Source: an optimization exercise on an open RTL-to-GDS flow (aim: small area and a short achievable clock period). Production flows keep margins and buffers that such runs may drop.
At most, simulation tests tie the RTL to the original design; equivalence was not proved.
For runs 3 to 7, only the layout was checked, not whether the RTL still works.
Power and IR drop assume default switching activity.

## flow/design.v

```verilog
module fp_add (
  input logic         clk,
  input logic         rst,
  input logic         in_vld,
  input logic [31:0]  a,
  input logic [31:0]  b,
  output logic        sum_vld,
  output logic [31:0] sum
);
  localparam OVFL_BIT_POS     = 24;
  localparam IMPLICIT_BIT_POS = 23;
  localparam PIPELINE_DLY     = 7;
  logic a_sign_q;
  logic a_sign_q2;
  logic b_sign_q;
  logic b_sign_q2;
  logic [7:0] a_exp;
  logic [7:0] b_exp;
  logic [7:0] exp_norm;
  logic [7:0] exp_norm_q;
  logic [7:0] exp_norm_q2;
  logic [7:0] exp_norm_q3;
  logic [7:0] exp_norm_q4;
  logic [7:0] exp_norm_adj;
  logic a_exp_larger;
  logic [7:0] exp_diff;
  logic [22:0] a_mant_q;
  logic [22:0] b_mant_q;
  logic [23:0] a_mant_norm;
  logic [23:0] b_mant_norm;
  logic [22:0] sum_mant_adj;
  logic signed [24:0] a_mant_norm_signed;
  logic signed [24:0] b_mant_norm_signed;
  logic signed [25:0] sum_mant_signed;
  logic        [24:0] sum_mant_unsigned;
  logic [PIPELINE_DLY-1:0] sum_vld_sr;
  logic final_sign;
  logic final_sign_q;
  logic imp_bit;
  logic [4:0] mant_msb;
  assign a_exp = a[30:23];
  assign b_exp = b[30:23];
  always_ff @(posedge clk) begin
    if (rst) begin
      sum_vld_sr <= '0;
    end else begin
      sum_vld_sr <= {sum_vld_sr[$size(sum_vld_sr)-2:0], in_vld};
    end
  end
  assign sum_vld = sum_vld_sr[$size(sum_vld_sr)-1];
  always_ff @(posedge clk) begin
    a_sign_q <= a[31];
    b_sign_q <= b[31];
    a_mant_q <= a[22:0];
    b_mant_q <= b[22:0];
    if (a_exp >= b_exp) begin
      a_exp_larger <= 1;
      exp_norm     <= a_exp;
      exp_diff     <= a_exp - b_exp;
    end else begin
      a_exp_larger <= 0;
      exp_norm     <= b_exp;
      exp_diff     <= b_exp - a_exp;
    end
    a_sign_q2   <= a_sign_q;
    b_sign_q2   <= b_sign_q;
    exp_norm_q  <= exp_norm;
    a_mant_norm <= (a_exp_larger ) ? {1'b1, a_mant_q} : {1'b1, a_mant_q} >> exp_diff;
    b_mant_norm <= (!a_exp_larger) ? {1'b1, b_mant_q} : {1'b1, b_mant_q} >> exp_diff;
    exp_norm_q2        <= exp_norm_q;
    a_mant_norm_signed <= a_sign_q2 ? -a_mant_norm : a_mant_norm;
    b_mant_norm_signed <= b_sign_q2 ? -b_mant_norm : b_mant_norm;
    exp_norm_q3     <= exp_norm_q2;
    final_sign      <= sum_mant_signed[$size(sum_mant_signed)-1];
    sum_mant_signed <= a_mant_norm_signed + b_mant_norm_signed;
    final_sign_q      <= final_sign;
    exp_norm_q4       <= exp_norm_q3;
    sum_mant_unsigned <= sum_mant_signed[$size(sum_mant_signed)-1] ? -sum_mant_signed : sum_mant_signed[$size(sum_mant_signed)-2:0];
    if (!sum_mant_unsigned[OVFL_BIT_POS] && !sum_mant_unsigned[IMPLICIT_BIT_POS]) begin
      if (sum_mant_unsigned[$size(sum_mant_adj)-1:0] == '0) begin
        sum_mant_adj <= '0;
        exp_norm_adj <= '0;
      end else begin
        sum_mant_adj <= sum_mant_unsigned[$size(sum_mant_adj)-1:0] << ($size(sum_mant_adj) - mant_msb);
        exp_norm_adj <= exp_norm_q4 - ($size(sum_mant_adj) - mant_msb);
      end
    end else if (sum_mant_unsigned[OVFL_BIT_POS]) begin
      exp_norm_adj <= exp_norm_q4 + 1;
      sum_mant_adj <= sum_mant_unsigned[OVFL_BIT_POS-1:1];
    end else begin
      exp_norm_adj <= exp_norm_q4;
      sum_mant_adj <= sum_mant_unsigned[$size(sum_mant_adj)-1:0];
    end
    sum <= {final_sign_q, exp_norm_adj, sum_mant_adj};
  end
  always_comb begin
    mant_msb = 0;
    for (int i = 0; i < $size(sum_mant_adj); i++) begin
      if (sum_mant_unsigned[i]) begin
        mant_msb = i;
      end
    end
  end
endmodule
```

## flow/run.sh

```bash
#!/bin/bash
# synth_recipe.tcl (not shown) runs the flow's synth.tcl, then flattens the netlist and writes it again
# the make line also repeats each setting of config.mk as NAME=value (left out here)
make -C /OpenROAD-flow-scripts/flow DESIGN_CONFIG=/design/flow/config.mk WORK_HOME=/design/flow/orfs CLKGATE_MAP_FILE= SYNTH_SCRIPT=/design/flow/synth_recipe.tcl finish
```

## flow/config.mk

```make
export PLATFORM = sky130hd
export DESIGN_NAME = fp_add
export DESIGN_NICKNAME = fp_add
export VERILOG_FILES = /design/flow/design.v
export SDC_FILE = /design/flow/constraint.sdc
export NUM_CORES = 4
export LEC_CHECK = 0
export CAP_MARGIN = 20
export CORE_MARGIN = 2
export CORE_UTILIZATION = 40
export PLACE_DENSITY = 0.6
export SLEW_MARGIN = 20
```

## flow/constraint.sdc

```tcl
create_clock -name core_clock -period 3.5 [get_ports {clk}]
set_input_delay 0.7000 -clock core_clock [delete_from_list [all_inputs] [get_ports {clk}]]
set_output_delay 0.7000 -clock core_clock [all_outputs]
set_load 0.01 [all_outputs]
```

==> results.toml, run 1 <==
[status]
status = "timing/DRC/antenna clean"

[global_routing]
antenna_found_initial = 0
grt_max_degree = 56
gr-total-overflow = 0
grt_usage = 0.190
grt_pass1_wl_um = 58900
first_global_vias = 11136

[layout]
finalNetCount = 1791
multi_input_area_mm2 = 0.00773
n_antenna_cell = 0
area_delta_synth_final_pct = 19.0
drive_above_1_share = 0.109
final_core_util = 0.482
final_cell_count_no_fill = 2161
fillCellCount = 3439
seq_area_mm2 = 0.00641

[critical_path]
r2r-end = "exp_norm_adj[6]"
worstPathMaxFanout = 7
rr_startpoint = "sum_mant_unsigned[11]"
worstSetupPathType = "in -> reg"
required_ns = 3.96
rr_worst_depth = 14
arrival_ns = 3.67
r2r_slack_ns = 0.29
startpoint_type = "input pin"
end_kind = "register"

[power_and_ir_drop]
p_sw_mw = 6.00
sw_frac_of_total = 0.374
ir_drop_mv = 0.364
seqPwrFrac = 0.353
combPwrFrac = 0.405
power.internal_mw = 10.1
power_density_mw_per_mm2 = 911
p_leak_nw = 6.97
p_clk_frac = 0.242

[floorplan]
dieArea_mm2 = 0.0385
core-area_mm2 = 0.0365
start_util = 0.405
die_height_um = 196
die_x_um = 196
row_count = 70
ios = 100

[place]
dp_cells = 2098
dp_hpwl_um = 27800
place_congestion = 0.916
io_buffers = 99

[clock_tree]
tritoncts = "yes"
clk_pin_slew_ns = 0.05
ctsHoldBuffers = 0
cts-buffers-inserted = 35
cts_setup_buffers = 0
cts_sinks = 320
htreeDepth = 2
clk_latency_ns = 0.53
clockRootBuffer = "clkbuf_16"
clock_path_buffers = 3
ctsResizeCount = 0

[sta]
relSlewSlack = 0.302
grt_setup_unrepaired = "false"
fin_skew_ns = 0.0137
finalCritPeriodShare = 0.919
hold_viol_final = 0
period_needed_ns = 3.22
fin_setup_tns_ns = 0
slew_violations = 0
fmax_mhz = 311
finalSetupViolCount = 0
worst_pin_slew_ns = 1.05

[synthesis]
synth_edf_count = 0
synthArstFlopShare = 0
synth.area.top_cells = "dfxtp_1 (43%), mux4_2 (5.5%), xnor2_1 (5.1%), ha_1 (4.5%), nand2_1 (4.0%)"
synth_top_area_share = 0.433
synth_largest_area_cell = "dfxtp_1"
yosysMostFrequentCell = "dfxtp_1"
ys.flop_type = "dfxtp_1"
synth.ff_latch_count = 320
syn-num-nets = 1697
synthTopCellsByCount = "dfxtp_1 (320), nand2_1 (157), o21ai_0 (112)"
syn_inst = 1573
syn_area_mm2 = 0.0148
synth_cell_types = 76
avgSynthCellArea_um2 = 9.41
ys_seq_area_frac = 0.433
yosysWarnings = 1

[detailed_routing]
drc = 0
wl_um = 36700
vias_per_cell = 5.50
wl_per_cell_um = 17.0
vias = 11883
ant_nets = 0
drtIter0Drc = 1006
drt_first_pass_iters = 7

[min_path]
hold_end = "exp_norm_q4[1]"
hold_path_class = "reg -> reg"
hold_depth = 0
hp-start = "exp_norm_q3[1]"

[job]
maxCapViolations = 0
-- logic make-up (layout without fill, tap and decap cells) --
logic type / after synthesis / count (layout) / share of synthesized area
xor gates and xnor gates: 102 / 102 / 0.0604
muxes: 74 / 74 / 0.0813
buffers and inverters: 166 / 286 / 0.0446
AOI/OAI and AO/OA: 428 / 428 / 0.197
and+or+nand+nor: 426 / 426 / 0.134
adders and majority gates: 57 / 57 / 0.0502
DFF: 320 / 320 / 0.433
-- worst max path at each step --
stage | from | to | slack [ns] | cells past startpoint
after floorplan | sum_mant_unsigned[19] | exp_norm_adj[7] | 0.18 | 17
after CTS | sum_mant_unsigned[11] | exp_norm_adj[6] | 0.27 | 14
after detailed placement | a[23] | exp_diff[7] | -0.21 | 12
after global routing | sum_mant_unsigned[11] | exp_norm_adj[6] | 0.06 | 14
after global placement | a[23] | exp_diff[7] | -0.28 | 12
final | a[23] | exp_diff[7] | 0.28 | 12
-- layout by cell type (no fill, tap or decap), types with 9 or more instances in the layout --
cell             synthesis  final
a22oi_1                 19     19
o41ai_1                  9      9
o21ai_0                112    112
ha_1                    53     53
and2_1                   9      9
clkdlybuf4s50_1          0     99
or4_1                   15     15
dfxtp_1                320    318
o22ai_1                 29     29
nand4_1                 10     10
a21o_1                  15     15
o31ai_1                 24     24
mux4_2                  36     36
xnor2_1                 87     87
nor3_1                  19     19
a211oi_1                17     17
a31oi_1                 15     15
or3_1                   14     14
o21a_1                  11     11
nand3_1                 50     50
a221oi_1                12     12
mux2_2                  10     10
nor2_1                  97     96
mux2i_1                 28     28
xor2_1                  15     15
a22o_1                  10     10
buf_4                    3     48
inv_1                   71     71
a21oi_1                 62     62
nor2b_1                 18     18
o211ai_1                13     13
clkbuf_16                0     37
nand2_1                157    157
nand2b_1                15     15
-- per-stage QoR --
stage | hold WS [ns] | setup slack (ns) | power, mW | instance area, um2
global placement | 0.311 | -0.280 | 12.2 | 16400
detailed placement | 0.312 | -0.215 | 12.2 | 16400
floorplan | 0.310 | 0.184 | 10.1 | 14800
CTS | 0.319 | 0.268 | 16.1 | 17600
global route | 0.329 | 0.0648 | 17.1 | 17600
finish | 0.316 | 0.282 | 16.0 | 17600
-- flip-flops by register name, indices dropped and copies added, names as in the netlist, 7 cells and up --
name                flops
a_mant_norm            24
a_mant_norm_signed     25
a_mant_q               23
b_mant_norm            24
b_mant_norm_signed     25
b_mant_q               23
exp_diff                8
exp_norm                8
exp_norm_adj            8
exp_norm_q              8
exp_norm_q2             8
exp_norm_q3             8
exp_norm_q4             8
sum                    32
sum_mant_adj           23
sum_mant_signed        26
sum_mant_unsigned      25
sum_vld_sr              7
-- worst max-delay path, cell delays in order --
cell	delay, ns
clkdlybuf4s50_1	0.53
inv_1	0.08
ha_1	0.22
fa_1	0.41
o31ai_1	0.31
o22a_1	0.24
a31o_2	0.26
mux2_2	0.39
a2bb2oi_1	0.15
nand3b_1	0.10
a21oi_1	0.18
xnor2_1	0.13
-- metal layers --
layer	GRT usage	up-vias	wire, um	share of wire
li1	-	5863	-	-
met4	0.0760	0	1030	0.028
met5	0	-	0	0
met1	0.261	5543	16800	0.46
met2	0.298	410	16600	0.45
met3	0.0303	67	2280	0.062
-- power groups by stage --
stage                     logic (mW)  clock network [mW]  registers [mW]
after floorplan                 4.80                   0            5.31
after global placement          6.44                   0            5.72
after detailed placement        6.42                   0            5.75
after CTS                       6.45                4.01            5.68
after global routing            7.15                4.18            5.81
final                           6.49                3.89            5.67
-- area by class of cell --
type | instances | area share
multi-input cells | 1087 | 0.439
flip-flops and latches | 320 | 0.364
repair buffers | 147 | 0.0767
clock buffers | 48 | 0.0566
well taps | 468 | 0.0333
inverters | 76 | 0.0162
clock inverters | 15 | 0.0139
==> run 2, diff against run 1 <==
==> flow/design.v (replaced) <==
module fp_add (
  input  logic        clk,
  input  logic        rst,
  input  logic        in_vld,
  input  logic [31:0] a,
  input  logic [31:0] b,
  output logic        sum_vld,
  output logic [31:0] sum
);
  logic        swap;
  logic [31:0] x, y;
  logic [7:0]  d;
  logic [23:0] ys;
  logic        sub;
  logic [24:0] u;
  assign swap = a[30:0] < b[30:0];
  assign x    = swap ? b : a;
  assign y    = swap ? a : b;
  assign d    = x[30:23] - y[30:23];
  assign ys   = (d[7:5] != 3'd0) ? 24'd0 : ({1'b1, y[22:0]} >> d[4:0]);
  assign sub  = a[31] ^ b[31];
  assign u    = sub ? ({1'b0, 1'b1, x[22:0]} - {1'b0, ys})
                    : ({1'b0, 1'b1, x[22:0]} + {1'b0, ys});
  logic        vld_q;
  logic        sign_q;
  logic [7:0]  e_q;
  logic [24:0] u_q;
  always_ff @(posedge clk) begin
    if (rst) vld_q <= 1'b0;
    else     vld_q <= in_vld;
    sign_q <= x[31];
    e_q    <= x[30:23];
    u_q    <= u;
  end
  logic [24:0] n0, n1, n2, n3, n4, n5;
  logic [4:0]  lz;
  assign n0    = u_q;
  assign lz[4] = n0[24:9] == 16'd0;
  assign n1    = lz[4] ? {n0[8:0], 16'd0} : n0;
  assign lz[3] = n1[24:17] == 8'd0;
  assign n2    = lz[3] ? {n1[16:0], 8'd0} : n1;
  assign lz[2] = n2[24:21] == 4'd0;
  assign n3    = lz[2] ? {n2[20:0], 4'd0} : n2;
  assign lz[1] = n3[24:23] == 2'd0;
  assign n4    = lz[1] ? {n3[22:0], 2'd0} : n3;
  assign lz[0] = !n4[24];
  assign n5    = lz[0] ? {n4[23:0], 1'b0} : n4;
  logic zero;
  assign zero = !n5[24];
  assign sum_vld = vld_q;
  assign sum     = zero ? 32'd0 : {sign_q, e_q + 8'd1 - {3'd0, lz}, n5[23:1]};
endmodule
==> results.toml, run 2 <==
[critical_path]
startpoint_type = "input pin"
worstSetupPathType = "in -> reg"
end_kind = "register"
critical_path.top_delay_family = "compound AO/OA/AOI/OAI gates"
endpoint = "u_q[24]"
required_ns = 3.71
critPathLaunch = "a[14]"
crit_buf_inv = 2
path_depth = 32
crit_path_max_incr_delay_ns = 0.48
arrival_ns = 8.30
crit_slowest_cell = "mux4_2"
worstPathMaxFanout = 4

[power_and_ir_drop]
power_density_mw_per_mm2 = 785
power.total_mw = 11.5
p_leak_nw = 6.61
ir_drop_mv = 0.534

[clock_tree]
cts-buffers-inserted = 5
clk_pin_slew_ns = 0.06
clockRootBuffer = "clkbuf_16"
htreeDepth = 2
ctsHoldBuffers = 0
cts_sinks = 35
clock_path_buffers = 2
tritoncts = "yes"

[synthesis]
avgSynthCellArea_um2 = 7.21
syn_area_mm2 = 0.00781
synth_cell_types = 84
synth_edf_count = 0
synth_largest_area_cell = "mux2i_1"
synth.area.top_cells = "mux2i_1 (12%), ha_1 (11%), dfxtp_1 (9.0%), nand2_1 (6.2%), a21oi_1 (6.1%)"
ys_seq_area_frac = 0.0897
syn_inst = 1084
ys.flop_type = "dfxtp_1"
synth.ff_latch_count = 35
synth_top_area_share = 0.120
synthArstFlopShare = 0
synthTopCellsByCount = "nand2_1 (129), a21oi_1 (95), mux2i_1 (94)"
yosysWarnings = 1
yosysMostFrequentCell = "nand2_1"
syn-num-nets = 1219

[global_routing]
gr-total-overflow = 0
grt_pass1_wl_um = 52800
first_global_vias = 10678
antenna_found_initial = 0
grt_max_degree = 58
grt_usage = 0.321

[sta]
slew_violations = 0
fmax_mhz = 124
period_needed_ns = 8.09
worst_pin_slew_ns = 0.755
finalSetupViolCount = 57
setup_ws_ns = -4.59
relSlewSlack = 0.497
hold_viol_final = 0
finalCritPeriodShare = 2.31
grt_setup_unrepaired = "true"

[floorplan]
row_count = 51
core-area_mm2 = 0.0193
ios = 100
die_x_um = 144
start_util = 0.404
dieArea_mm2 = 0.0207
die_height_um = 144

[detailed_routing]
wl_per_cell_um = 18.1
wl_um = 34200
vias_per_cell = 5.67
drtIter0Drc = 621
drt_first_pass_iters = 5
vias = 10701
ant_nets = 0
drc = 0

[layout]
final_core_util = 0.761
top_register = "u_q"
drive_above_1_share = 0.547
n_antenna_cell = 0
final_cell_count_no_fill = 1888
finalNetCount = 1757
layout_common_cells = "buf_4 (430), nand2_1 (115), mux2i_1 (82)"
largest_reg_flops = 25
reg_top3 = "u_q (25), e_q (8)"
final_common_cell = "buf_4"
area_delta_synth_final_pct = 88.3

[place]
place_congestion = 0.973
dp_cells = 1804
io_buffers = 99
dp_hpwl_um = 25800

[min_path]
hold_path_class = "in -> reg"

[status]
violations = "setup timing"
status = "complete, but fails checks"

[job]
maxCapViolations = 0
==> run 2: cell count changes after synthesis, moves of 28 or more <==
cell and change:
dfxtp_1 -285, mux2i_1 +66, xnor2_1 -64, o21ai_0 -38
a21oi_1 +33, clkbuf_1 -32, nand2_1 -28
==> run 2: logic make-up (layout without fill, tap and decap cells) <==
group	Yosys count	count (layout)	share of synthesized area
and+or+nand+nor	353	354	0.212
AOI/OAI and AO/OA	352	352	0.291
muxes	130	130	0.196
buffers and inverters	111	649	0.0588
adders and majority gates	68	68	0.111
xor gates and xnor gates	35	35	0.0410
DFF	35	35	0.0897
==> run 2: final cells by class <==
| type | count | area [um2] |
|---|---|---|
| Sequential cell | 35 | 707 |
| Clock inverter | 3 | 43.8 |
| Inverter | 53 | 254 |
| Multi-Input combinational cell | 939 | 8460 |
| Fill cell | 1447 | 4630 |
| Timing Repair Buffer | 588 | 4790 |
| Clock buffer | 5 | 125 |
| Tap cell | 265 | 332 |
==> run 2: how the worst min path moves through the flow <==
stage,startpoint,end,slack [ns],cells past startpoint
floorplan,rst,vld_q,0.77,1
global placement,rst,vld_q,1.24,2
detailed placement,rst,vld_q,1.25,2
CTS,a[29],e_q[6],0.68,3
global route,a[29],e_q[6],0.73,3
finish,a[29],e_q[6],0.69,3
==> run 2: repair_timing <==
action / in CTS / in global routing
pin swaps: 110 / 63
endpoints found under the setup margin: 57 / 57
gates cloned: 2 / 1
resized for setup: 504 / 94
buffers inserted: 73 / 35
==> run 2: power breakdown <==
part           switching (mW)  internal (mW)
Clock                   0.185          0.336
Sequential              0.152          0.579
Combinational            4.88           5.42
Total                    5.21           6.34
==> run 2: per-stage QoR <==
stage | instance area (um2) | hold slack, ns | setup WS, ns | TNS [ns]
final | 14700 | 0.688 | -4.59 | -127.23
after global placement | 13000 | 1.24 | -5.16 | -139.40
after floorplan | 8970 | 0.772 | -4.76 | -111.31
after detailed placement | 13000 | 1.25 | -5.37 | -144.45
after global routing | 14700 | 0.729 | -4.85 | -135.83
after CTS | 14200 | 0.681 | -4.41 | -121.54
==> run 2: routing by layer <==
layer,GRT usage,vias up,wire length [um]
li1,-,5158,-
met5,0,-,0
met4,0.159,0,1770
met1,0.384,5139,14000
met3,0.0323,82,1440
met2,0.572,322,17000
==> run 3, diff against run 2 <==
==> flow/design.v (replaced) <==
module fp_add (
  input  logic        clk,
  input  logic        rst,
  input  logic        in_vld,
  input  logic [31:0] a,
  input  logic [31:0] b,
  output logic        sum_vld,
  output logic [31:0] sum
);
  localparam bit CUT1 = 1;   
  localparam bit CUT2 = 1;   
  localparam bit CUT3 = 1;   
  localparam bit CUT4 = 1;   
  localparam bit CUT5 = 1;   
  logic        swap;
  logic [31:0] x, y;
  logic [7:0]  dd;
  logic        sub;
  assign swap = a[30:0] < b[30:0];
  assign x    = swap ? b : a;
  assign y    = swap ? a : b;
  assign dd   = swap ? b[30:23] - a[30:23] : a[30:23] - b[30:23];
  assign sub  = a[31] ^ b[31];
  logic        v1, s1, sub1, far1;
  logic [7:0]  e1;
  logic [22:0] mx1, my1;
  logic [4:0]  d1;
  if (CUT1) begin : g_cut1
    always_ff @(posedge clk) begin
      if (rst) v1 <= 1'b0;
      else     v1 <= in_vld;
      s1   <= x[31];
      e1   <= x[30:23];
      mx1  <= x[22:0];
      my1  <= y[22:0];
      d1   <= dd[4:0];
      far1 <= dd[7:5] != 3'd0;
      sub1 <= sub;
    end
  end else begin : g_nocut1
    assign v1   = in_vld;
    assign s1   = x[31];
    assign e1   = x[30:23];
    assign mx1  = x[22:0];
    assign my1  = y[22:0];
    assign d1   = dd[4:0];
    assign far1 = dd[7:5] != 3'd0;
    assign sub1 = sub;
  end
  logic [23:0] ys;
  assign ys = far1 ? 24'd0 : ({1'b1, my1} >> d1);
  logic        v2, s2, sub2;
  logic [7:0]  e2;
  logic [22:0] mx2;
  logic [23:0] ys2;
  if (CUT2) begin : g_cut2
    always_ff @(posedge clk) begin
      if (rst) v2 <= 1'b0;
      else     v2 <= v1;
      s2   <= s1;
      e2   <= e1;
      mx2  <= mx1;
      ys2  <= ys;
      sub2 <= sub1;
    end
  end else begin : g_nocut2
    assign v2   = v1;
    assign s2   = s1;
    assign e2   = e1;
    assign mx2  = mx1;
    assign ys2  = ys;
    assign sub2 = sub1;
  end
  logic [24:0] u;
  assign u = sub2 ? ({2'b01, mx2} - {1'b0, ys2}) : ({2'b01, mx2} + {1'b0, ys2});
  logic        v3, s3;
  logic [7:0]  e3;
  logic [24:0] u3;
  if (CUT3) begin : g_cut3
    always_ff @(posedge clk) begin
      if (rst) v3 <= 1'b0;
      else     v3 <= v2;
      s3 <= s2;
      e3 <= e2;
      u3 <= u;
    end
  end else begin : g_nocut3
    assign v3 = v2;
    assign s3 = s2;
    assign e3 = e2;
    assign u3 = u;
  end
  logic [24:0] n1, n2;
  logic [1:0]  lzh;
  assign lzh[1] = u3[24:9] == 16'd0;
  assign n1     = lzh[1] ? {u3[8:0], 16'd0} : u3;
  assign lzh[0] = n1[24:17] == 8'd0;
  assign n2     = lzh[0] ? {n1[16:0], 8'd0} : n1;
  logic        v4, s4;
  logic [7:0]  e4;
  logic [24:0] n24;
  logic [1:0]  lzh4;
  if (CUT4) begin : g_cut4
    always_ff @(posedge clk) begin
      if (rst) v4 <= 1'b0;
      else     v4 <= v3;
      s4   <= s3;
      e4   <= e3;
      n24  <= n2;
      lzh4 <= lzh;
    end
  end else begin : g_nocut4
    assign v4   = v3;
    assign s4   = s3;
    assign e4   = e3;
    assign n24  = n2;
    assign lzh4 = lzh;
  end
  logic [24:0] n3, n4, n5;
  logic [2:0]  lzl;
  assign lzl[2] = n24[24:21] == 4'd0;
  assign n3     = lzl[2] ? {n24[20:0], 4'd0} : n24;
  assign lzl[1] = n3[24:23] == 2'd0;
  assign n4     = lzl[1] ? {n3[22:0], 2'd0} : n3;
  assign lzl[0] = !n4[24];
  assign n5     = lzl[0] ? {n4[23:0], 1'b0} : n4;
  logic        nz;
  logic [31:0] res;
  assign nz  = n5[24];
  assign res = {s4 & nz, (e4 + 8'd1 - {3'd0, lzh4, lzl}) & {8{nz}}, n5[23:1]};
  if (CUT5) begin : g_cut5
    always_ff @(posedge clk) begin
      if (rst) sum_vld <= 1'b0;
      else     sum_vld <= v4;
      sum <= res;
    end
  end else begin : g_nocut5
    assign sum_vld = v4;
    assign sum     = res;
  end
endmodule
==> results.toml, run 3 <==
[min_path]
hp-start = "e2[1]"
hold_path_class = "reg -> reg"
hold_end = "e3[1]"
hold_depth = 0

[detailed_routing]
drc = 0
wl_um = 21400
drt_first_pass_iters = 4
wl_per_cell_um = 13.6
vias_per_cell = 4.91
ant_nets = 0
drtIter0Drc = 377
vias = 7722

[synthesis]
synthSimpleGateAreaFrac = 0.133
ys_seq_area_frac = 0.430
ys.flop_type = "dfxtp_1"
syn_inst = 1107
synthArstFlopShare = 0
synth_edf_count = 0
muxShareOfSynthArea = 0.117
yosysWarnings = 1
synth.ff_latch_count = 226
synth-adder-area-share = 0.0932
synth_top_family_by_area = "compound AO/OA/AOI/OAI gates"
synth_top_area_share = 0.430
synth.area.top_cells = "dfxtp_1 (43%), ha_1 (8.6%), mux2i_1 (5.1%), mux2_2 (3.5%), nand2_1 (3.4%)"
synth_largest_area_cell = "dfxtp_1"
syn_area_mm2 = 0.0105
synthTopCellsByCount = "dfxtp_1 (226), nand2_1 (95), nor2_1 (94)"
avgSynthCellArea_um2 = 9.51
synth-compound-area-share = 0.134
yosysMostFrequentCell = "dfxtp_1"
synth-xor-area-share = 0.0465
synth_cell_types = 67
syn-num-nets = 1250

[layout]
drive_above_1_share = 0.122
fillCellCount = 2427
top_register = "sum"
layout_common_cells = "dfxtp_1 (224), clkdlybuf4s50_1 (99), nand2_1 (95)"
area_delta_synth_final_pct = 22.3
reg_top3 = "sum (32), n24 (25), u3 (25)"
final_common_cell = "dfxtp_1"
final_core_util = 0.497
finalNetCount = 1365
n_antenna_cell = 0
largest_reg_flops = 32
finalInstanceArea_mm2 = 0.0129

[place]
dpl_worst_slack_ns = -0.0600
dp_hpwl_um = 16800
io_buffers = 99
postPlaceCellArea_mm2 = 0.0120
place_congestion = 0.943

[sta]
worst_pin_slew_ns = 0.838
finalSetupViolCount = 0
timing.hold.ws_ns = 0.325
slew_violations = 0
fin_setup_tns_ns = 0
finalCritPeriodShare = 0.959
period_needed_ns = 3.35
relSlewSlack = 0.440
hold_viol_final = 0
fin_skew_ns = 0.00933
setup_ws_ns = 0.145
fmax_mhz = 298
grt_setup_unrepaired = "true"

[global_routing]
antenna_found_initial = 0
gr-total-overflow = 0
grt_usage = 0.152
grt_max_degree = 53
grt_pass1_wl_um = 35400
first_global_vias = 7299

[critical_path]
arrival_ns = 3.79
required_ns = 3.94
rr_startpoint = "ys2[4]"
startpoint_type = "register"
worstSetupPathType = "reg -> reg"
r2r_slack_ns = 0.15
r2r-end = "u3[23]"
worstPathMaxFanout = 5
rr_worst_depth = 15
end_kind = "register"

[clock_tree]
clock_path_buffers = 3
cts-buffers-inserted = 25
ctsHoldBuffers = 0
cts_sinks = 226
clk_pin_slew_ns = 0.06
tritoncts = "yes"
htreeDepth = 1
clockRootBuffer = "clkbuf_16"
clk_latency_ns = 0.51

[power_and_ir_drop]
ir_drop_mv = 0.502
power_density_mw_per_mm2 = 876
p_leak_nw = 5.51

[floorplan]
die_x_um = 166
start_util = 0.406
dieArea_mm2 = 0.0276
core-area_mm2 = 0.0259
ios = 100
die_height_um = 166
row_count = 59

[job]
maxCapViolations = 0

[status]
status = "timing/DRC/antenna clean"
==> run 3: cell count changes after synthesis, moves of 16 or more <==
cell,before,now
mux2_1,2,18
nor2b_1,10,28
xnor2_1,23,39
a211oi_1,8,30
a21oi_1,95,68
mux2_2,17,33
inv_1,50,71
mux2i_1,94,54
o22ai_1,29,2
nand2_1,129,95
dfxtp_1,35,226
==> run 3: worst max path at each step <==
stage	from	endpoint	slack (ns)	cells past startpoint
2_1_floorplan	ys2[4]	u3[23]	0.29	15
5_1_grt	ys2[4]	u3[23]	-0.06	15
4_1_cts	ys2[4]	u3[23]	0.05	16
6_report	ys2[4]	u3[23]	0.15	15
3_5_place_dp	b[2]	d1[3]	-0.06	12
3_3_place_gp	b[2]	s1	-0.03	10
==> run 3: where the power goes <==
part	switching, mW	internal (mW)	total (mW)
Sequential	0.468	3.34	3.81
Combinational	2.47	2.49	4.96
Clock	1.01	1.50	2.51
Total	3.95	7.33	11.3
==> run 3: area by class of cell <==
type / instances / area (um2) / area share
timing repair buffer: 135 / 1270 / 0.0990
multi-input combinational: 759 / 5570 / 0.433
tap: 335 / 419 / 0.0326
inverter: 75 / 282 / 0.0219
sequential: 226 / 4530 / 0.352
clock buffer: 30 / 664 / 0.0516
clock inverter: 14 / 136 / 0.0106
==> run 3: repair_timing <==
item | CTS | global route
setup buffers | 0 | 2
gates resized for setup | 0 | 12
endpoints found under the setup margin | 0 | 7
==> run 3: cells by family after synthesis <==
| kind of cell | count (synthesis) |
|---|---|
| buffers and inverters | 122 |
| adder cells (fa/ha/maj) | 76 |
| XOR/XNOR | 55 |
| multiplexers | 110 |
| AND/OR/NAND/NOR | 292 |
| AO/OA/AOI/OAI | 226 |
| flip-flops | 226 |
==> run 3: per-stage QoR <==
step	std cells	power (mW)
4_1_cts	1572	11.3
6_report	1574	11.3
5_1_grt	1574	12.1
3_3_place_gp	1528	8.66
2_1_floorplan	1107	7.23
3_5_place_dp	1528	8.70
==> run 3: worst max-delay path, cell delays in order (launching register included) <==
cell     delay (ns)
dfxtp_2        0.33
or3_4          0.38
or2_4          0.27
nor4_4         0.14
nand2_2        0.10
nor4b_4        0.30
nor2_1         0.09
xnor2_1        0.13
ha_1           0.37
a21o_1         0.20
a21oi_2        0.15
nand2_1        0.07
a21oi_2        0.15
o21ai_2        0.10
o41ai_2        0.30
xor2_1         0.18
==> run 3: routing by layer <==
layer	share of wire	wire, um	global-route usage	up-vias
met3	0.038	811	0.0245	32
met2	0.46	9930	0.257	164
li1	-	-	-	4064
met5	0	0	0	-
met1	0.48	10200	0.203	3462
met4	0.021	450	0.0405	0
==> run 4, diff against run 3 <==
--- a/flow/config.mk
+++ b/flow/config.mk
@@ -5,6 +5,7 @@
 export SDC_FILE = /design/flow/constraint.sdc
 export NUM_CORES = 4
 export LEC_CHECK = 0
+export ABC_AREA = 1
 export CAP_MARGIN = 20
 export CORE_MARGIN = 2
 export CORE_UTILIZATION = 40
==> results.toml, run 4 <==
[layout]
largest_reg_flops = 32
finalNetCount = 1787
layout_common_cells = "nand2_1 (439), dfxtp_1 (226), inv_1 (188)"
area_delta_synth_final_pct = 19.1
drive_above_1_share = 0.0686
n_antenna_cell = 0
final_common_cell = "nand2_1"
final_core_util = 0.488
reg_top3 = "sum (32), n24 (25), u3 (25)"
top_register = "sum"
fillCellCount = 2834

[sta]
slew_violations = 0
relSlewSlack = 0.579
finalCritPeriodShare = 0.881
worst_pin_slew_ns = 0.631
period_needed_ns = 3.08
fin_setup_tns_ns = 0
grt_setup_unrepaired = "false"
finalSetupViolCount = 0
fin_skew_ns = 0.0171
fmax_mhz = 324
hold_viol_final = 0
timing.hold.ws_ns = 0.325

[place]
dp_hpwl_um = 22300
place_congestion = 0.912
io_buffers = 99

[critical_path]
r2r_slack_ns = 0.42
rr_worst_depth = 18
path_cells = "inv_2 -> nand4_2 -> o21ai_1 -> inv_1 -> o21ai_2 -> ha_1 -> ha_1 -> inv_1 -> fa_1 -> nor2_1 -> o21ai_0 -> nand2_1 -> nand2_1 -> nand2_1 -> a21oi_1 -> or2_2 -> nand3_1 -> inv_1"
r2r-end = "sum[30]"
crit_slowest_cell = "o21ai_2"
required_ns = 3.93
path_depth = 18
worstPathMaxFanout = 11
crit_buf_inv = 4
worstSetupPathType = "reg -> reg"
startpoint_type = "register"
rr_startpoint = "n24[23]"
end_kind = "register"
critPathLaunch = "n24[23]"
endpoint = "sum[30]"
arrival_ns = 3.51
crit_path_max_incr_delay_ns = 0.41
critical_path.top_delay_family = "simple AND/OR/NAND/NOR gates"

[clock_tree]
cts_sinks = 226
tritoncts = "yes"
ctsHoldBuffers = 0
clk_latency_ns = 0.54
clock_path_buffers = 3
cts-buffers-inserted = 26
cts_setup_buffers = 0
ctsResizeCount = 0
htreeDepth = 1
clk_pin_slew_ns = 0.06
clockRootBuffer = "clkbuf_16"

[synthesis]
synth.ff_latch_count = 226
syn_inst = 1555
avgSynthCellArea_um2 = 7.36
syn_area_mm2 = 0.0114
synth_cell_types = 47
ys_seq_area_frac = 0.396
synthArstFlopShare = 0
syn-num-nets = 1698
synthTopCellsByCount = "nand2_1 (439), dfxtp_1 (226), inv_1 (188)"
synth_largest_area_cell = "dfxtp_1"
ys.flop_type = "dfxtp_1"
yosysWarnings = 1
yosysMostFrequentCell = "nand2_1"
synth.area.top_cells = "dfxtp_1 (40%), nand2_1 (14%), ha_1 (7.9%), inv_1 (6.2%), o21ai_0 (5.4%)"
synth_top_area_share = 0.396
synth_edf_count = 0

[detailed_routing]
drc = 0
ant_nets = 0
drtIter0Drc = 516
drt_first_pass_iters = 5
vias = 9645
wl_um = 27500
wl_per_cell_um = 13.5
vias_per_cell = 4.73

[floorplan]
die_x_um = 173
ios = 100
row_count = 61
core-area_mm2 = 0.0279
dieArea_mm2 = 0.0300
die_height_um = 173
start_util = 0.409

[global_routing]
grt_pass1_wl_um = 44400
grt_usage = 0.179
gr-total-overflow = 0
antenna_found_initial = 0
grt_max_degree = 47
first_global_vias = 9045

[job]
maxCapViolations = 0

[power_and_ir_drop]
ir_drop_mv = 0.404
p_leak_nw = 6.63
power_density_mw_per_mm2 = 895

[min_path]
hold_path_class = "reg -> reg"

[status]
status = "timing/DRC/antenna clean"
run 4: layout make-up:
type	instances	area, um2	share of cell area
Timing Repair Buffer	110	1090	0.0797
Inverter	195	737	0.0541
Multi-Input combinational cell	1085	5880	0.432
Clock buffer	27	664	0.0488
Tap cell	378	473	0.0347
Sequential cell	226	4520	0.332
Clock inverter	19	258	0.0189
run 4: layer usage:
layer  up-vias  GRT usage  wire length [um]
met1      4288      0.242             13000
met4         0     0.0501               596
met5         -          0                 0
met3        40     0.0207              1180
li1       5124          -                 -
met2       193      0.301             12700
run 4: cell families (layout without fill, tap and decap cells):
| logic type | count (synthesis) | in the layout | synth area share |
|---|---|---|---|
| DFF | 226 | 226 | 0.396 |
| buffers and inverters | 244 | 351 | 0.0902 |
| and+or+nand+nor | 682 | 682 | 0.248 |
| AOI/OAI and AO/OA | 263 | 263 | 0.130 |
| muxes | 12 | 12 | 0.0105 |
| xor gates and xnor gates | 52 | 52 | 0.0398 |
| adders and majority gates | 76 | 76 | 0.0858 |
run 4: where the power goes:
part | total (mW) | internal [mW] | switching, mW | leakage (nW)
combinational | 5.64 | 2.14 | 3.50 | 4.31
sequential | 3.74 | 3.37 | 0.371 | 1.90
clock | 2.82 | 1.70 | 1.12 | 0.423
total | 12.2 | 7.21 | 4.98 | 6.63
run 4: per-stage QoR:
step                      power, mW  setup WS (ns)  std cells  cell area [um2]
final                          12.2          0.416       2040            13600
after global routing           13.2          0.151       2040            13600
after global placement         9.40          0.326       1994            12700
after floorplan                7.78          0.658       1555            11400
after detailed placement       9.44          0.212       1994            12700
after CTS                      12.3          0.416       2040            13600
run 4: worst min-delay path by stage:
stage	startpoint	to	slack [ns]	cells past startpoint
final	e2[5]	e3[5]	0.33	0
after global routing	e2[0]	e3[0]	0.33	0
after CTS	e2[0]	e3[0]	0.33	0
after detailed placement	e1[5]	e2[5]	0.31	0
after global placement	e1[0]	e2[0]	0.31	0
after floorplan	e1[0]	e2[0]	0.31	0
==> run 5, diff against run 4 <==
--- a/flow/config.mk
+++ b/flow/config.mk
@@ -5,9 +5,10 @@
 export SDC_FILE = /design/flow/constraint.sdc
 export NUM_CORES = 4
 export LEC_CHECK = 0
-export ABC_AREA = 1
+export ABC_CLOCK_PERIOD_IN_PS = 2500
 export CAP_MARGIN = 20
 export CORE_MARGIN = 2
 export CORE_UTILIZATION = 40
 export PLACE_DENSITY = 0.6
+export SETUP_SLACK_MARGIN = 1.0
 export SLEW_MARGIN = 20
==> results.toml, run 5 <==
[clock_tree]
clockRootBuffer = "clkbuf_16"
clk_pin_slew_ns = 0.06
htreeDepth = 1
clk_latency_ns = 0.51
cts_sinks = 226
clock_path_buffers = 3
tritoncts = "yes"
cts-buffers-inserted = 24

[critical_path]
crit_slowest_cell = "or3_4"
critical_path.top_delay_family = "simple AND/OR/NAND/NOR gates"
path_depth = 17
critPathLaunch = "ys2[4]"
r2r_slack_ns = 0.20
path_cells = "or3_4 -> or2_4 -> buf_4 -> buf_6 -> nor2_4 -> nor2_1 -> xnor2_1 -> ha_1 -> a21o_1 -> a21oi_2 -> o21ai_1 -> nand2_1 -> a31oi_4 -> o22ai_4 -> buf_4 -> o21ai_2 -> xnor2_1"
worstSetupPathType = "reg -> reg"
required_ns = 3.89
rr_worst_depth = 17
r2r-end = "u3[24]"
end_kind = "register"
startpoint_type = "register"
arrival_ns = 3.69
endpoint = "u3[24]"
rr_startpoint = "ys2[4]"
crit_buf_inv = 3
crit_path_max_incr_delay_ns = 0.38
worstPathMaxFanout = 4

[sta]
finalSetupViolCount = 0
fin_skew_ns = 0.0151
slew_violations = 0
hold_viol_final = 0
period_needed_ns = 3.30
timing.hold.ws_ns = 0.323
finalCritPeriodShare = 0.942
grt_setup_unrepaired = "true"
setup_ws_ns = 0.203
relSlewSlack = 0.438
fmax_mhz = 303
worst_pin_slew_ns = 0.842
fin_setup_tns_ns = 0

[global_routing]
antenna_found_initial = 0
grt_max_degree = 33
gr-total-overflow = 0
grt_pass1_wl_um = 37600
first_global_vias = 7933
grt_usage = 0.160

[synthesis]
avgSynthCellArea_um2 = 9.51
synth_cell_types = 67
ys_seq_area_frac = 0.430
ys.flop_type = "dfxtp_1"
yosysMostFrequentCell = "dfxtp_1"
syn-num-nets = 1250
synth_top_area_share = 0.430
syn_area_mm2 = 0.0105
yosysWarnings = 1
synth.ff_latch_count = 226
synthTopCellsByCount = "dfxtp_1 (226), nand2_1 (95), nor2_1 (94)"
synth.area.top_cells = "dfxtp_1 (43%), ha_1 (8.6%), mux2i_1 (5.1%), mux2_2 (3.5%), nand2_1 (3.4%)"
synth_edf_count = 0
synth_largest_area_cell = "dfxtp_1"
syn_inst = 1107
synthArstFlopShare = 0

[place]
place_congestion = 0.964
dpl_worst_slack_ns = -0.111
dp_cells = 1525
dp_hpwl_um = 16800
postPlaceCellArea_mm2 = 0.0123
io_buffers = 99

[layout]
n_antenna_cell = 0
finalNetCount = 1426
top_register = "sum"
final_core_util = 0.554
drive_above_1_share = 0.278
area_delta_synth_final_pct = 36.5
largest_reg_flops = 32
final_common_cell = "dfxtp_1"
layout_common_cells = "dfxtp_1 (216), nor2_1 (89), nand2_1 (87)"
final_cell_count_no_fill = 1635
finalInstanceArea_mm2 = 0.0144
reg_top3 = "sum (32), n24 (25), u3 (25)"

[job]
maxCapViolations = 0

[power_and_ir_drop]
p_leak_nw = 6.16
power.total_mw = 12.4
ir_drop_mv = 0.697
power_density_mw_per_mm2 = 860

[detailed_routing]
vias = 8085
wl_um = 23400
ant_nets = 0
drt_first_pass_iters = 5
drc = 0
wl_per_cell_um = 14.3
vias_per_cell = 4.94
drtIter0Drc = 253

[floorplan]
dieArea_mm2 = 0.0276
ios = 100
die_height_um = 166
core-area_mm2 = 0.0259
row_count = 59
start_util = 0.406
die_x_um = 166

[status]
status = "timing/DRC/antenna clean"

[min_path]
hold_path_class = "reg -> reg"
## run 5: cell types whose count changed after synthesis, sizes merged, moves of 24 or more
cell / previous run / this run
a211oi: 1 / 30
inv: 194 / 74
mux2: 0 / 51
mux2i: 12 / 54
nand2: 446 / 98
nand3: 70 / 17
nor2: 129 / 95
nor2b: 0 / 28
o21ai: 169 / 66
xnor2: 16 / 40
## run 5: kinds of logic (layout without fill, tap and decap cells)
family / after synthesis / in the layout / synth area share
xor+xnor: 55 / 55 / 0.0465
compound gates: 226 / 226 / 0.134
flops: 226 / 226 / 0.430
fa+ha+maj: 76 / 76 / 0.0932
mux: 110 / 110 / 0.117
buf+inv: 122 / 315 / 0.0470
simple gates: 292 / 292 / 0.133
## run 5: how the worst min path moves through the flow
stage	cells past startpoint	slack (ns)	from	to
2_1_floorplan	0	0.31	e1[0]	e2[0]
3_3_place_gp	0	0.31	s2	s3
3_5_place_dp	0	0.31	e3[4]	e4[4]
4_1_cts	0	0.32	s3	s4
5_1_grt	0	0.33	e1[4]	e2[4]
6_report	0	0.32	e3[1]	e4[1]
## run 5: what timing repair did
item                       in CTS  in global routing
setup buffers                  33                 25
hold buffers                    0                  0
gates resized for setup       156                 95
gates cloned                    2                  7
hold endpoints to repair        0                  0
pin swaps                      55                 44
setup endpoints to repair      78                 71
## run 5: area by class of cell
class / instances / area, um2
Clock buffer: 33 / 706
Clock inverter: 10 / 90.1
Fill cell: 2269 / 11500
Inverter: 75 / 297
Multi-Input combinational cell: 759 / 6350
Sequential cell: 226 / 4540
Tap cell: 335 / 419
Timing Repair Buffer: 197 / 1960
## run 5: metal layers
metal | vias up | share of wire | track usage
met3 | 43 | 0.038 | 0.0253
met1 | 3700 | 0.44 | 0.197
li1 | 4188 | - | -
met5 | - | 0 | 0
met2 | 154 | 0.50 | 0.285
met4 | 0 | 0.024 | 0.0526
## run 5: power breakdown
| group | switching, mW | internal, mW |
|---|---|---|
| Combinational | 2.87 | 3.16 |
| Sequential | 0.509 | 3.35 |
| Clock | 0.978 | 1.49 |
==> run 6, diff against run 5 <==
--- a/flow/design.v
+++ b/flow/design.v
@@ -72,7 +72,7 @@
     assign sub2 = sub1;
   end
   logic [24:0] u;
-  assign u = sub2 ? ({2'b01, mx2} - {1'b0, ys2}) : ({2'b01, mx2} + {1'b0, ys2});
+  assign u = {2'b01, mx2} + ({1'b0, ys2} ^ {25{sub2}}) + {24'd0, sub2};
   logic        v3, s3;
   logic [7:0]  e3;
   logic [24:0] u3;
==> flow/config.mk (replaced) <==
export PLATFORM = sky130hd
export DESIGN_NAME = fp_add
export DESIGN_NICKNAME = fp_add
export VERILOG_FILES = /design/flow/design.v
export SDC_FILE = /design/flow/constraint.sdc
export NUM_CORES = 4
export LEC_CHECK = 0
export CAP_MARGIN = 20
export CORE_MARGIN = 2
export CORE_UTILIZATION = 40
export CTS_BUF_LIST = sky130_fd_sc_hd__clkbuf_4
export PLACE_DENSITY = 0.6
export SLEW_MARGIN = 20
==> results.toml, run 6 <==
[global_routing]
grt_pass1_wl_um = 36700
met2_usage = 0.268
grt_max_degree = 51
met3_usage = 0.0324
first_global_vias = 7668
busiest_layer = "met2"
antenna_found_initial = 1
gr-total-overflow = 0
met1_usage = 0.201
grt_usage = 0.160

[detailed_routing]
ant_nets = 0
wl_um = 22200
drt_first_pass_iters = 6
vias = 7773
wl_per_cell_um = 13.9
vias_per_cell = 4.88
drc = 0
drtIter0Drc = 390

[critical_path]
crit_slowest_cell = "dfxtp_1"
crit_buf_inv = 1
critical_path.top_delay_family = "compound AO/OA/AOI/OAI gates"
end_kind = "register"
required_ns = 4.01
worstSetupPathType = "reg -> reg"
path_cells = "buf_4 -> xor2_1 -> ha_1 -> a21o_1 -> a21oi_1 -> o21bai_1 -> a21o_1 -> a311oi_1 -> o31ai_1 -> xnor2_1"
arrival_ns = 3.66
critPathLaunch = "sub2"
crit_path_max_incr_delay_ns = 0.67
r2r_slack_ns = 0.35
worstPathMaxFanout = 15
crit_top_cell = "a21o_1"
startpoint_type = "register"
rr_startpoint = "sub2"

[layout]
fillCellCount = 2505
finalInstanceArea_mm2 = 0.0127
largest_reg_flops = 32
drive_above_1_share = 0.142
final_common_cell = "dfxtp_1"
area_delta_synth_final_pct = 20.5
layout_common_cells = "dfxtp_1 (225), clkdlybuf4s50_1 (99), nand2_1 (89)"
top_register = "sum"
reg_top3 = "sum (32), n24 (25), u3 (25)"
finalNetCount = 1355

[min_path]
hold_path_class = "reg -> reg"
hp-start = "e2[1]"

[floorplan]
ios = 100
die_height_um = 166
row_count = 59
core-area_mm2 = 0.0260
die_x_um = 166
start_util = 0.405
dieArea_mm2 = 0.0276

[place]
postPlaceCellArea_mm2 = 0.0120
io_buffers = 99
dp_hpwl_um = 16900
place_congestion = 0.861

[sta]
worst_pin_slew_ns = 0.730
slew_violations = 0
finalCritPeriodShare = 0.900
finalSetupViolCount = 0
fin_setup_tns_ns = 0
fin_skew_ns = 0.0569
period_needed_ns = 3.15
hold_viol_final = 0
fmax_mhz = 317
relSlewSlack = 0.512
grt_setup_unrepaired = "false"
timing.hold.ws_ns = 0.303

[synthesis]
ys.flop_type = "dfxtp_1"
synthArstFlopShare = 0
yosysWarnings = 1
synth_top_area_share = 0.430
synth_edf_count = 0
synth-xor-area-share = 0.0457
synthTopCellsByCount = "dfxtp_1 (226), nand2_1 (89), a21oi_1 (72)"
avgSynthCellArea_um2 = 9.79
synth_largest_area_cell = "dfxtp_1"
synth-compound-area-share = 0.137
muxShareOfSynthArea = 0.132
syn-num-nets = 1217
synth.area.top_cells = "dfxtp_1 (43%), ha_1 (8.3%), mux2i_1 (4.7%), a21oi_1 (3.4%), mux2_2 (3.4%)"
synth-adder-area-share = 0.0908
synth_cell_types = 66
synth.ff_latch_count = 226
ys_seq_area_frac = 0.430
yosysMostFrequentCell = "dfxtp_1"
synthSimpleGateAreaFrac = 0.122
syn_area_mm2 = 0.0105
syn_inst = 1076
synth_top_family_by_area = "compound AO/OA/AOI/OAI gates"

[clock_tree]
ctsResizeCount = 0
cts_sinks = 226
clockRootBuffer = "clkbuf_4"
ctsHoldBuffers = 0
tritoncts = "yes"
clock_path_buffers = 3
clk_pin_slew_ns = 0.07
cts-buffers-inserted = 57
htreeDepth = 2
cts_setup_buffers = 0
clk_latency_ns = 0.68

[power_and_ir_drop]
p_leak_nw = 5.54
power_density_mw_per_mm2 = 742
power.total_mw = 9.41
ir_drop_mv = 0.456

[job]
maxCapViolations = 0

[status]
status = "timing/DRC/antenna clean"
==> run 6: layer usage <==
metal  part of all wire  vias up
met2               0.47      180
met5                  0        -
met1               0.47     3463
met3              0.040       48
li1                   -     4082
met4              0.026        0
==> run 6: kinds of logic after synthesis <==
family	after synthesis
muxes	114
buffers and inverters	111
xor gates and xnor gates	55
AOI/OAI and AO/OA	228
and+or+nand+nor	268
DFF	226
adders and majority gates	74
==> run 6: path summary, 6_finish.rpt <==
path | end | cells after the start
max | u3[23] | 10
min | e3[1] | 0
max reg2reg | u3[23] | 10
min reg2reg | e3[1] | 0
==> run 6: power breakdown <==
part | internal, mW | leakage, nW | switching [mW]
clock | 1.14 | 0.430 | 1.02
combinational | 1.78 | 3.21 | 1.69
sequential | 3.29 | 1.90 | 0.490
==> run 6: metrics by stage <==
stage / setup WS (ns) / utilization / cells
2_1_floorplan: 0.388 / - / 1076
3_3_place_gp: 0.0315 / 0.460 / 1490
3_5_place_dp: -0.0502 / 0.460 / 1490
4_1_cts: 0.280 / 0.488 / 1590
5_1_grt: 0.0835 / 0.488 / 1592
6_report: 0.349 / 0.488 / 1592
==> run 6: layout make-up <==
type	count	area (um2)	area share
clock buffer	81	608	0.0479
tap	335	419	0.0330
inverter	65	244	0.0192
clock inverter	19	108	0.00848
antenna	2	5.00	0.000394
sequential	226	4530	0.357
timing repair buffer	125	1200	0.0945
multi-input combinational	739	5580	0.440
==> run 7, diff against run 6 <==
--- a/flow/config.mk
+++ b/flow/config.mk
@@ -8,6 +8,7 @@
 export CAP_MARGIN = 20
 export CORE_MARGIN = 2
 export CORE_UTILIZATION = 40
-export CTS_BUF_LIST = sky130_fd_sc_hd__clkbuf_4
+export CTS_BUF_LIST = sky130_fd_sc_hd__clkbuf_8
+export CTS_CLUSTER_SIZE = 40
 export PLACE_DENSITY = 0.6
 export SLEW_MARGIN = 20
==> results.toml, run 7 <==
[detailed_routing]
wl_per_cell_um = 14.1
wl_um = 21800
ant_nets = 0
drt_first_pass_iters = 4
vias = 7612
routed-wl-met3_um = 872
route.layer.met1.wl_um = 10200
drc = 0
routed.top_layer = "met4"
vias_per_cell = 4.90
drtIter0Drc = 377
dr_wl_met2_um = 10100

[place]
place_congestion = 0.861
dp_hpwl_um = 16900
postPlaceCellArea_mm2 = 0.0120
io_buffers = 99
dp_cells = 1490
dpl_worst_slack_ns = -0.0502

[layout]
top_register = "sum"
finalNetCount = 1336
area_delta_synth_final_pct = 21.0
drive_above_1_share = 0.118
largest_reg_flops = 32
finalInstanceArea_mm2 = 0.0127
layout_common_cells = "dfxtp_1 (225), clkdlybuf4s50_1 (99), nand2_1 (89)"
final_cell_count_no_fill = 1554
final_common_cell = "dfxtp_1"
n_antenna_cell = 0
reg_top3 = "sum (32), n24 (25), u3 (25)"

[clock_tree]
htreeDepth = 2
clk_latency_ns = 0.52
clock_path_buffers = 3
ctsHoldBuffers = 0
tritoncts = "yes"
clockRootBuffer = "clkbuf_8"
cts_sinks = 226
ctsResizeCount = 0
clk_pin_slew_ns = 0.06
cts_setup_buffers = 0
cts-buffers-inserted = 38

[synthesis]
yosysWarnings = 1
synth_top_area_share = 0.430
syn-num-nets = 1217
synth_edf_count = 0
avgSynthCellArea_um2 = 9.79
syn_area_mm2 = 0.0105
synth_cell_types = 66
synth.area.top_cells = "dfxtp_1 (43%), ha_1 (8.3%), mux2i_1 (4.7%), a21oi_1 (3.4%), mux2_2 (3.4%)"
synth_largest_area_cell = "dfxtp_1"
synthTopCellsByCount = "dfxtp_1 (226), nand2_1 (89), a21oi_1 (72)"
syn_inst = 1076
ys_seq_area_frac = 0.430
ys.flop_type = "dfxtp_1"
yosysMostFrequentCell = "dfxtp_1"
synth.ff_latch_count = 226
synthArstFlopShare = 0

[floorplan]
dieArea_mm2 = 0.0276
ios = 100
die_height_um = 166
row_count = 59
core-area_mm2 = 0.0260
start_util = 0.405
die_x_um = 166

[sta]
grt_setup_unrepaired = "false"
hold_viol_final = 0
worst_pin_slew_ns = 0.715
setup_ws_ns = 0.333
finalSetupViolCount = 0
finalCritPeriodShare = 0.905
fmax_mhz = 316
slew_violations = 0
timing.hold.ws_ns = 0.323
fin_skew_ns = 0.0234
period_needed_ns = 3.17
relSlewSlack = 0.523

[global_routing]
gr-total-overflow = 0
antenna_found_initial = 0
grt_pass1_wl_um = 36200
first_global_vias = 7469
grt_max_degree = 51
grt_usage = 0.158

[job]
maxCapViolations = 0

[critical_path]
worstPathMaxFanout = 15
endpoint = "u3[24]"
startpoint_type = "register"
critPathLaunch = "sub2"
required_ns = 3.88
worstSetupPathType = "reg -> reg"
crit_path_max_incr_delay_ns = 0.67
crit_slowest_cell = "dfxtp_1"
arrival_ns = 3.55
r2r-end = "u3[24]"
r2r_slack_ns = 0.33
rr_startpoint = "sub2"
path_cells = "buf_4 -> xor2_1 -> ha_1 -> a21o_1 -> a21oi_1 -> nor2_1 -> or4_1 -> o31a_2 -> a2111oi_4 -> a211oi_1"
rr_worst_depth = 10
end_kind = "register"

[power_and_ir_drop]
p_leak_nw = 5.55
sw_frac_of_total = 0.329
power.internal_mw = 6.46
p_sw_mw = 3.17
p_clk_frac = 0.246
ir_drop_mv = 0.450
seqPwrFrac = 0.393
power.total_mw = 9.63
combPwrFrac = 0.361
power_density_mw_per_mm2 = 755

[status]
status = "timing/DRC/antenna clean"

[min_path]
hold_path_class = "reg -> reg"
## run 7: cell types whose count changed in the layout (fill, tap and decap cells not counted), sizes merged
cell,previous run,this run
clkbuf,81,45
clkinv,18,6
inv,65,74
bufinv,1,3
diode,2,0
clkinvlp,0,1
## run 7: kinds of logic after synthesis
kind of cell | synth area share
adder cells (fa/ha/maj) | 0.0908
AND/OR/NAND/NOR | 0.122
AO/OA/AOI/OAI | 0.137
multiplexers | 0.132
XOR/XNOR | 0.0457
flip-flops | 0.430
buffers and inverters | 0.0432
## run 7: how the worst min path moves through the flow
stage               start     to  slack, ns  depth (start not counted)
finish              e1[0]  e2[0]       0.32                          0
global placement    e1[7]  e2[7]       0.31                          0
detailed placement  e2[0]  e3[0]       0.31                          0
floorplan           e1[0]  e2[0]       0.31                          0
CTS                 e3[2]  e4[2]       0.32                          0
global route        e3[1]  e4[1]       0.33                          0
## run 7: through the flow
| step | utilization | TNS [ns] |
|---|---|---|
| after floorplan | - | 0 |
| after global placement | 0.460 | 0 |
| after detailed placement | 0.460 | -0.874 |
| after CTS | 0.490 | 0 |
| after global routing | 0.491 | 0 |
| final | 0.491 | 0 |
## run 7: area by class of cell
| class | count | area, um2 |
|---|---|---|
| Inverter | 65 | 244 |
| Fill cell | 2486 | 13200 |
| Multi-Input combinational cell | 739 | 5580 |
| Sequential cell | 226 | 4530 |
| Clock inverter | 19 | 160 |
| Clock buffer | 45 | 619 |
| Timing Repair Buffer | 125 | 1200 |
| Tap cell | 335 | 419 |
## run 7: layer usage
layer	global-route usage	vias up
met1	0.203	3390
met3	0.0269	51
li1	-	4008
met4	0.0682	0
met2	0.263	163
met5	0	-
## run 7: power groups by stage
stage	sequential [mW]	clock (mW)	combinational, mW
after detailed placement	3.84	0	3.48
after CTS	3.78	2.45	3.51
final	3.78	2.37	3.47
after floorplan	3.70	0	2.41
after global placement	3.83	0	3.47
after global routing	3.86	2.58	3.85
## run 7: worst max-delay path: cells and delay by family (launching register included)
family / cells / cell delay [ns]
and+or+nand+nor: 2 / 0.58
adders and majority gates: 1 / 0.31
xor gates and xnor gates: 1 / 0.17
AOI/OAI and AO/OA: 5 / 0.94
buffers and inverters: 1 / 0.35
DFF: 1 / 0.67

port drivers added, routing unchanged:
No port has a modelled driver above. Below, the same layouts with a new extraction and two added sets of constraints.
Step 1 sets driving cells, clkbuf_16 on the clock port and buf_2 on the other inputs (assumed; they add their load-dependent delay and slew).
Step 2 times the ports against the registers' clock, not the clock port: input delays grow and output delays shrink by t, the midpoint of the rising clock arrivals with the driver on.
Slacks: ideal ports / drivers / drivers and shift; pairs: ideal ports / drivers.
run	t (ns)	setup slack, ns	worst data-port slew with drivers (ns)	pins driven straight from the clock port
run 1	0.573	0.282 / 0.291 / -0.283	0.04	1
run 2	0.326	-4.593 / -4.590 / -4.916	0.05	1
run 3	0.554	0.145 / 0.145 / -0.035	0.03	1
run 4	0.579	0.416 / 0.416 / 0.222	0.04	1
run 5	0.552	0.203 / 0.203 / 0.203	0.04	1
run 6	0.698	0.349 / 0.349 / -0.040	0.03	1
run 7	0.557	0.333 / 0.333 / -0.046	0.03	1
With both steps, setup timing fails in run 1, run 3, run 6 and run 7, where it was met with ideal ports. For run 1, which loses most, drivers alone change the setup slack by +0.009 ns; drivers and shift together by -0.565 ns.
